What follows belongs to an exercise in optimizing a design on an open flow for small area, a short achievable clock period and few clock cycles per item; a production flow would make more cautious choices. At most, simulation tests tie the RTL to the original design; equivalence was not proved. The RTL of run 2 was laid out without a check of its function.

===== config.mk =====
export PLATFORM = sky130hd
export DESIGN_NAME = ml_accel
export DESIGN_NICKNAME = ml_accel
export VERILOG_FILES = /design/flow/design.v
export SDC_FILE = /design/flow/constraint.sdc
export NUM_CORES = 4
export LEC_CHECK = 0
export CAP_MARGIN = 20
export CORE_MARGIN = 2
export CORE_UTILIZATION = 40
export SLEW_MARGIN = 20

===== design.v =====
module ml_accel(
    input wire clk,
    input wire rst,
    input wire w_en,  
    input wire r_en,  
    input wire [5:0] addr,  
    input wire [31:0] w_data,  
    output reg [31:0] r_data,  
    output reg done  
    );
    reg [31:0] vec_a [0:3];
    reg [31:0] vec_b [0:3];
    reg [31:0] result;
    parameter IDLE = 2'b00;
    parameter COMPUTE = 2'b01;
    parameter DONE = 2'b10;
    reg [1:0] state, next_state;
    always @(posedge clk or posedge rst) begin
        if (rst)
            state <= IDLE;
        else
            state <= next_state;
    end
    always @(*) begin
        case (state)
            IDLE: next_state = (w_en && addr == 6'h20) ? COMPUTE : IDLE;
            COMPUTE: next_state = DONE;
            DONE: next_state = IDLE;    
            default: next_state = IDLE;
        endcase
    end
    always @(posedge clk) begin
        if (rst) begin
            result <= 32'd0;
            done <= 1'b0;
        end
        else begin
            case (state)
                COMPUTE: begin
                    result <= vec_a[0]*vec_b[0] + vec_a[1]*vec_b[1] + vec_a[2]*vec_b[2] + vec_a[3]*vec_b[3];
                    done <= 1'b1;
                end
                DONE: begin
                    done <= 1'b0;
                end
            endcase
        end
    end
    always @(posedge clk) begin
        if(w_en) begin
            case (addr)
                8'h00: vec_a[0] <= w_data;
                8'h04: vec_a[1] <= w_data;
                8'h08: vec_a[2] <= w_data;
                8'h0C: vec_a[3] <= w_data;
                8'h10: vec_b[0] <= w_data;
                8'h14: vec_b[1] <= w_data;
                8'h18: vec_b[2] <= w_data;
                8'h1C: vec_b[3] <= w_data;
            endcase
        end
    end
    always @(*) begin
        if (r_en && addr == 6'h24)
            r_data = result;
        else
            r_data = 32'd0;
    end
endmodule

===== constraint.sdc =====
create_clock -name core_clock -period 10.0 [get_ports {clk}]
set_input_delay 2.0000 -clock core_clock [delete_from_list [all_inputs] [get_ports {clk}]]
set_output_delay 2.0000 -clock core_clock [all_outputs]
set_load 0.01 [all_outputs]

===== run.sh =====
#!/bin/bash
# synth_recipe.tcl (not shown) runs the flow's synth.tcl, then flattens the netlist and writes it again
# the make line also repeats each setting of config.mk as NAME=value (left out here)
make -C /OpenROAD-flow-scripts/flow DESIGN_CONFIG=/design/flow/config.mk WORK_HOME=/design/flow/orfs CLKGATE_MAP_FILE= SYNTH_SCRIPT=/design/flow/synth_recipe.tcl finish

==> flow_metrics.env, run 1 <==
export IMPL_via_per_inst=4.93
export IMPL_syn_to_final_growth_pct=8.19
export IMPL_max_slew_worst_pin_slew_ns=1.21
export IMPL_fmax_mhz=104
export IMPL_worstPathRequired_ns=10.52
export IMPL_setup_tns_ns=0
export IMPL_routed_wirelength_mm=230
export IMPL_cp_num_buf_inv=6
export IMPL_hold_violations=0
export IMPL_rows=157
export IMPL_endpoint_kind="flip-flop"
export IMPL_path_max_fanout=12
export IMPL_cts_htree_levels=2
export IMPL_slew_viol_final=0
export IMPL_yosys_area_top_type="fa_1"
export IMPL_postRouteAntennaNets=0
export IMPL_crit_type="flip-flop to flip-flop"
export IMPL_synth_edf_count=256
export IMPL_syn_num_nets=9938
export IMPL_setup_viol=0
export IMPL_synth_area_leaders="fa_1 (49%), edfxtp_1 (10%), inv_1 (10%)"
export IMPL_final_layout_size_suffix_gt1_frac=0.0428
export IMPL_synth_cell_types=54
export IMPL_yosys_warnings=3
export IMPL_ys_ff_latch=291
export IMPL_worstPathArrival_ns=10.17
export IMPL_crit_path_start_kind="flip-flop"
export IMPL_async_flop_share=0.00687
export IMPL_io_buffers=74
export IMPL_synth_top_area_share=0.489
export IMPL_die_h_um=433
export IMPL_cts_made_buffers=39
export IMPL_cp_common_cell="fa_1"
export IMPL_wl_per_cell_um=22.7
export IMPL_fp_dieW_um=433
export IMPL_antenna_found_initial=4
export IMPL_io_pins=75
export IMPL_vias=49776
export IMPL_ys_flop_type="edfxtp_1"
export IMPL_core_area_mm2=0.183
export IMPL_place_gp_congestion=0.960
export IMPL_slew_headroom=0.193
export IMPL_grt_util_all_layers=0.252
export IMPL_clkTransAtPathRegs_ns=0.06
export IMPL_dp_hpwl_mm=197
export IMPL_grt_pass1_wl_mm=348
export IMPL_final_period_utilization=0.965
export IMPL_dieArea_mm2=0.188
export IMPL_crit_family="adder cells"
export IMPL_cts_tree="yes"
export IMPL_fin_cells=10099
export IMPL_grt_max_degree=40
export IMPL_outcome="no timing/DRC/antenna violations"
export IMPL_initial_core_util=0.402
export IMPL_fin_hold_ws_ns=0.467
export IMPL_syn_area_mm2=0.0737
export IMPL_avgSynthCellArea_um2=9.69
export IMPL_synth_cells=7602
export IMPL_clk_latency_ns=0.64
export IMPL_cts_hold_buf=0
export IMPL_num_nets_final=9940
export IMPL_clock_root_buffer="clkbuf_16"
export IMPL_cts_buffer_depth=3
export IMPL_drtIter0Drc=3768
export IMPL_skew_ns=0.0524
export IMPL_grt_pass1_vias=54383
export IMPL_clkSinkCount=291
export IMPL_drc_errors=0
export IMPL_overflow=0
export IMPL_hp_class="flip-flop to flip-flop"
export IMPL_min_period_ns=9.65
export IMPL_cpPeakStageDelay_ns=0.63
export IMPL_drv_cap=0
export IMPL_place_inst=9981
export IMPL_synth_seq_area_share=0.114
export IMPL_firstDrtPassIters=6
export IMPL_slowest_stage="edfxtp_1"
cells by family (layout without fill, tap and decap cells):
kind of cell	after synthesis	in the layout	share of synthesized area
compound gates	87	87	0.00798
xor+xnor	274	274	0.0331
fa+ha+maj	2294	2294	0.573
buf+inv	2394	2426	0.122
flops	291	291	0.114
mux	19	19	0.00258
other cells	0	1	0
simple gates	2243	2243	0.147
metal layers:
metal	up-vias	share of wire	track usage
li1	21427	-	-
met3	337	0.065	0.0307
met1	26284	0.41	0.336
met4	0	0.045	0.0924
met5	-	0	0
met2	1728	0.48	0.423
timing repair:
item,CTS,global route
buffers inserted,0,44
endpoints found under the setup margin,0,4
gates resized for setup,0,3
Yosys cell counts, types with 2 or more instances:
| cell | count |
|---|---|
| edfxtp_1 | 256 |
| clkbuf_1 | 329 |
| a21oi_2 | 2 |
| a22o_1 | 2 |
| o31ai_1 | 2 |
| mux2i_1 | 19 |
| xor2_1 | 43 |
| a21oi_1 | 24 |
| nor3_1 | 4 |
| nor2b_1 | 3 |
| o21a_1 | 2 |
| nor2_1 | 51 |
| buf_2 | 20 |
| xnor2_1 | 228 |
| nand2_1 | 1235 |
| and2_1 | 920 |
| buf_1 | 8 |
| o21ai_0 | 13 |
| ha_1 | 495 |
| and3_1 | 3 |
| inv_1 | 2036 |
| dfrtp_1 | 2 |
| fa_1 | 1799 |
| or4_1 | 3 |
| o21bai_1 | 2 |
| or3_1 | 3 |
| nand3b_1 | 4 |
| a21o_1 | 16 |
| a31oi_1 | 4 |
| dfxtp_1 | 33 |
| xnor3_1 | 3 |
| nand3_1 | 4 |
| nand2b_1 | 6 |
| nor4_1 | 2 |
| a211oi_1 | 7 |
registers in the layout, summed over array words and instances (netlist names):
register  flops
vec_a       128
done          1
vec_b       128
state         2
result       32
final timing paths:
kind | from | to | slack [ns] | cells past startpoint
max in group asynchronous | rst | state[0] | 7.88 | 3
max | vec_b[0][14] | result[31] | 0.35 | 28
min | result[26] | result[26] | 0.47 | 2
min reg2reg | result[26] | result[26] | 0.47 | 2
max reg2reg | vec_b[0][14] | result[31] | 0.35 | 28
min in group asynchronous | rst | state[1] | 1.93 | 3
layout by cell type, fill, tap and decap left out, drive strengths merged, types with 4 or more instances in the layout:
master / Yosys / layout
a31oi: 4 / 4
clkinvlp: 0 / 5
edfxtp: 256 / 256
a21oi: 26 / 26
or4: 4 / 4
buf: 28 / 247
nor3: 4 / 4
nand2b: 6 / 6
nand3b: 4 / 4
dfxtp: 33 / 33
nand2: 1235 / 1235
xnor2: 228 / 228
o21ai: 13 / 13
mux2i: 19 / 19
and2: 920 / 920
inv: 2036 / 2042
ha: 495 / 495
a21o: 16 / 16
nor2: 51 / 51
clkinv: 0 / 12
a211oi: 8 / 8
clkbuf: 330 / 48
fa: 1799 / 1799
xor2: 43 / 43
clkdlybuf4s50: 0 / 71
nand3: 4 / 4
per-stage QoR:
stage	area [um^2]	util	worst slack (ns)
floorplan	73700	-	1.18
detailed placement	77800	0.425	0.322
CTS	79100	0.432	0.250
finish	79700	0.435	0.347
global route	79700	0.435	-0.000186
global placement	77800	0.425	0.349
layout make-up:
cell class,instances,area [um^2]
Clock inverter,24,251
Tap cell,2464,3080
Clock buffer,47,1020
Antenna cell,1,2.50
Multi-Input combinational cell,4917,56300
Inverter,2036,7640
Timing Repair Buffer,319,2980
Fill cell,17974,103000
Sequential cell,291,8400
tightest hold or removal path: stages (launching register included):
cell	delay, ns
dfxtp_1	0.31
nand2_1	0.06
a21oi_1	0.05
Testbench counts, summed over its fixed seeds: cycles 34,962, items 4,000.
==> run 2: changes to the inputs <==
==> design.v (replaced) <==
module ml_accel(
    input wire clk,
    input wire rst,
    input wire w_en,
    input wire r_en,
    input wire [5:0] addr,
    input wire [31:0] w_data,
    output reg [31:0] r_data,
    output reg done
    );
    reg [31:0] vec_a [0:3];
    reg [31:0] vec_b [0:3];
    reg [3:0] va, vb;           
    reg [31:0] diff;            
    reg [31:0] other;           
    reg [31:0] acc;             
    reg [31:0] result;          
    wire [1:0] idx = addr[3:2];
    wire vec_wr = w_en && !addr[5] && addr[1:0] == 2'b00;
    wire start  = w_en && addr == 6'h20;
    wire [31:0] a_sel = vec_a[idx] & {32{va[idx]}};
    wire [31:0] b_sel = vec_b[idx] & {32{vb[idx]}};
    wire [31:0] old_v = addr[4] ? b_sel : a_sel;
    wire [31:0] oth_v = addr[4] ? a_sel : b_sel;
    wire [31:0] acc_next = acc + diff * other;
    always @(posedge clk) begin
        if (w_en) begin
            case (addr)
                6'h00: vec_a[0] <= w_data;
                6'h04: vec_a[1] <= w_data;
                6'h08: vec_a[2] <= w_data;
                6'h0C: vec_a[3] <= w_data;
                6'h10: vec_b[0] <= w_data;
                6'h14: vec_b[1] <= w_data;
                6'h18: vec_b[2] <= w_data;
                6'h1C: vec_b[3] <= w_data;
            endcase
        end
    end
    always @(posedge clk) begin
        diff  <= vec_wr ? (w_data - old_v) : 32'd0;
        other <= oth_v;
    end
    always @(posedge clk or posedge rst) begin
        if (rst) begin
            va <= 4'd0;
            vb <= 4'd0;
            acc <= 32'd0;
            result <= 32'd0;
            done <= 1'b0;
        end else begin
            if (vec_wr) begin
                if (addr[4]) vb[idx] <= 1'b1;
                else         va[idx] <= 1'b1;
            end
            acc <= acc_next;
            if (start) result <= acc_next;
            done <= start;
        end
    end
    always @(*) begin
        if (r_en && addr == 6'h24)
            r_data = result;
        else
            r_data = 32'd0;
    end
endmodule
==> run 2 against run 1 <==
Still clean. Sequential cell count increased by 102. Utilization increased by 0.90 points. Wire length decreased by 63%. Maximum frequency increased by 17%. Cell count decreased by 60%. Via count decreased by 59%. Register-to-register slack improved by 1.4 ns. Sequential share of layout area increased by 20 points. Die area decreased by 56%. Worst hold slack got worse by 0.0043 ns. Largest cell class unchanged. Highest routed layer is now met5.
==> flow_metrics.env, run 2 <==
export IMPL_antenna_found_initial=2
export IMPL_dpl_cell_area_mm2=0.0343
export IMPL_grt_pass1_vias=22305
export IMPL_worstPathArrival_ns=8.71
export IMPL_grt_max_degree=76
export IMPL_skew_ns=0.0429
export IMPL_hold_violations=0
export IMPL_num_nets_final=3551
export IMPL_clock_root_buffer="clkbuf_16"
export IMPL_syn_to_final_growth_pct=10.1
export IMPL_setup_tns_ns=0
export IMPL_fp_dieW_um=289
export IMPL_nFillCells=7449
export IMPL_cts_htree_levels=2
export IMPL_avgSynthCellArea_um2=11.2
export IMPL_io_pins=75
export IMPL_die_h_um=289
export IMPL_grt_util_all_layers=0.211
export IMPL_clk_latency_ns=0.61
export IMPL_r2r_slack_ns=1.76
export IMPL_n_antenna_cell=0
export IMPL_overflow=0
export IMPL_dp_hpwl_mm=64.9
export IMPL_synth_cell_types=68
export IMPL_outcome="no timing/DRC/antenna violations"
export IMPL_syn_area_mm2=0.0324
export IMPL_synth_seq_area_share=0.333
export IMPL_max_slew_worst_pin_slew_ns=1.11
export IMPL_ys_ff_latch=393
export IMPL_final_period_utilization=0.824
export IMPL_endpoint_kind="flip-flop"
export IMPL_grt_pass1_wl_mm=132
export IMPL_slew_headroom=0.258
export IMPL_path_max_fanout=30
export IMPL_final_cell_mix="inv_1 (483), fa_1 (439), nand2_1 (345)"
export IMPL_min_path_cells=2
export IMPL_dieArea_mm2=0.0833
export IMPL_wl_per_cell_um=21.3
export IMPL_synth_edf_count=256
export IMPL_crit_type="flip-flop to flip-flop"
export IMPL_syn_num_nets=3534
export IMPL_cts_hold_buf=0
export IMPL_worstPathRequired_ns=10.47
export IMPL_firstDrtPassIters=7
export IMPL_rows=104
export IMPL_rsz0062_at_grt="false"
export IMPL_setup_viol=0
export IMPL_routed_wirelength_mm=85.2
export IMPL_cts_resized=0
export IMPL_drc_errors=0
export IMPL_yosysMostFrequentCell="inv_1"
export IMPL_yosys_area_top_type="fa_1"
export IMPL_yosys_warnings=3
export IMPL_mostFrequentLayoutCell="inv_1"
export IMPL_synth_top_area_share=0.271
export IMPL_synth_cells=2898
export IMPL_cts_made_buffers=44
export IMPL_drtIter0Drc=1490
export IMPL_reg_top3="vec_a x128, vec_b x128"
export IMPL_r2r_start="other[2]"
export IMPL_postRouteAntennaNets=0
export IMPL_synth_area_leaders="fa_1 (27%), edfxtp_1 (24%), ha_1 (6.0%)"
export IMPL_core_area_mm2=0.0803
export IMPL_async_flop_share=0.186
export IMPL_io_buffers=74
export IMPL_ys_flop_type="edfxtp_1"
export IMPL_crit_path_start_kind="flip-flop"
export IMPL_via_per_inst=5.14
export IMPL_whs_endpoint="result[13]"
export IMPL_clkSinkCount=393
export IMPL_synthTopCellsByCount="inv_1 (484), fa_1 (439), nand2_1 (345), and2_1 (309), edfxtp_1 (256)"
export IMPL_post_cts_buffers=0
export IMPL_slew_viol_final=0
export IMPL_vias=20596
export IMPL_hp_class="flip-flop to flip-flop"
export IMPL_initial_core_util=0.403
export IMPL_place_gp_congestion=0.898
export IMPL_clkTransAtPathRegs_ns=0.06
export IMPL_cts_tree="yes"
export IMPL_fmax_mhz=121
export IMPL_ff2ff_path_depth=23
export IMPL_drv_cap=0
export IMPL_min_delay_start="result[13]"
export IMPL_rr_endpoint="result[31]"
export IMPL_postLayoutCellArea_mm2=0.0357
export IMPL_final_layout_size_suffix_gt1_frac=0.0777
export IMPL_cts_buffer_depth=3
export IMPL_min_period_ns=8.24
## run 2: cell type report
class | count | area, um^2 | area share
sequential | 393 | 10800 | 0.303
timing repair buffer | 113 | 1020 | 0.0287
multi-input combinational | 1877 | 19300 | 0.540
clock buffer | 56 | 1180 | 0.0330
clock inverter | 22 | 244 | 0.00684
inverter | 486 | 1830 | 0.0512
tap | 1060 | 1330 | 0.0372
## run 2: metal layers
layer	GRT usage	vias to the layer above	wire length, um	part of all wire
met5	0	-	9	0.00011
met4	0.0775	2	3270	0.038
met3	0.0290	132	4020	0.047
met2	0.361	519	42600	0.50
met1	0.274	10698	35300	0.41
li1	-	9245	-	-
## run 2: how the worst max path moves through the flow
stage,from,end,slack [ns],cells after the start
floorplan,other[4],result[31],2.58,26
global placement,other[2],result[31],1.89,23
detailed placement,other[2],result[31],1.81,23
CTS,other[2],result[31],1.82,23
global route,other[2],result[31],1.49,23
finish,other[2],result[31],1.76,23
## run 2: worst max-delay path, cell delays in order (launching register included)
cell and delay [ns]:
dfxtp_1 1.05, and2_1 0.27, fa_1 0.41, fa_1 0.46
fa_1 0.50, inv_1 0.06, fa_1 0.54, inv_1 0.05
fa_1 0.50, inv_1 0.06, fa_1 0.53, inv_1 0.06
fa_1 0.48, inv_1 0.06, fa_1 0.49, inv_1 0.05
ha_1 0.36, a211o_1 0.31, or4_1 0.39, or3_4 0.36
a211o_1 0.39, a311oi_2 0.32, xor2_1 0.12, mux2_2 0.27
## run 2: stage by stage
step	hold slack (ns)	utilization	setup slack (ns)	cells
floorplan	0.434	-	2.58	2898
global placement	0.447	0.427	1.89	3929
detailed placement	0.454	0.427	1.81	3929
CTS	0.469	0.444	1.82	4007
global route	0.486	0.444	1.49	4007
finish	0.462	0.444	1.76	4007
## run 2: logic make-up (layout without fill, tap and decap cells)
logic type,after synthesis,in the layout,synth area share
compound gates,229,229,0.0461
xor+xnor,104,104,0.0285
fa+ha+maj,594,594,0.331
buf+inv,628,677,0.0733
flops,393,393,0.333
mux,99,99,0.0571
simple gates,851,851,0.130

what the ideal ports hide:
How much do the figures lean on ideal ports? The routed layouts below were timed once more, with nothing changed but the port constraints. Step 1 (the two cells are an assumption about what drives the block):
set clk [get_ports {clk}]
set_driving_cell -lib_cell sky130_fd_sc_hd__clkbuf_16 $clk
set_driving_cell -lib_cell sky130_fd_sc_hd__buf_2 [delete_from_list [all_inputs] $clk]
Step 2 adds t to the input delays and takes it off the output delays; t is the mean of the earliest and latest rising clock arrival at the registers after step 1. Input paths then give back, and output paths get back, about the clock's delay inside the block. Slacks: no drivers / after step 1 / after step 2; pairs: no drivers / after step 1.
run | shift t [ns] | slack for setup (ns) | worst setup path at the end
run 1 | 0.691 | 0.347 / 0.347 / 0.347 | register to register
run 2 | 0.653 | 1.763 / 1.763 / 1.763 | register to register
After both steps setup and hold are still met in every run listed.
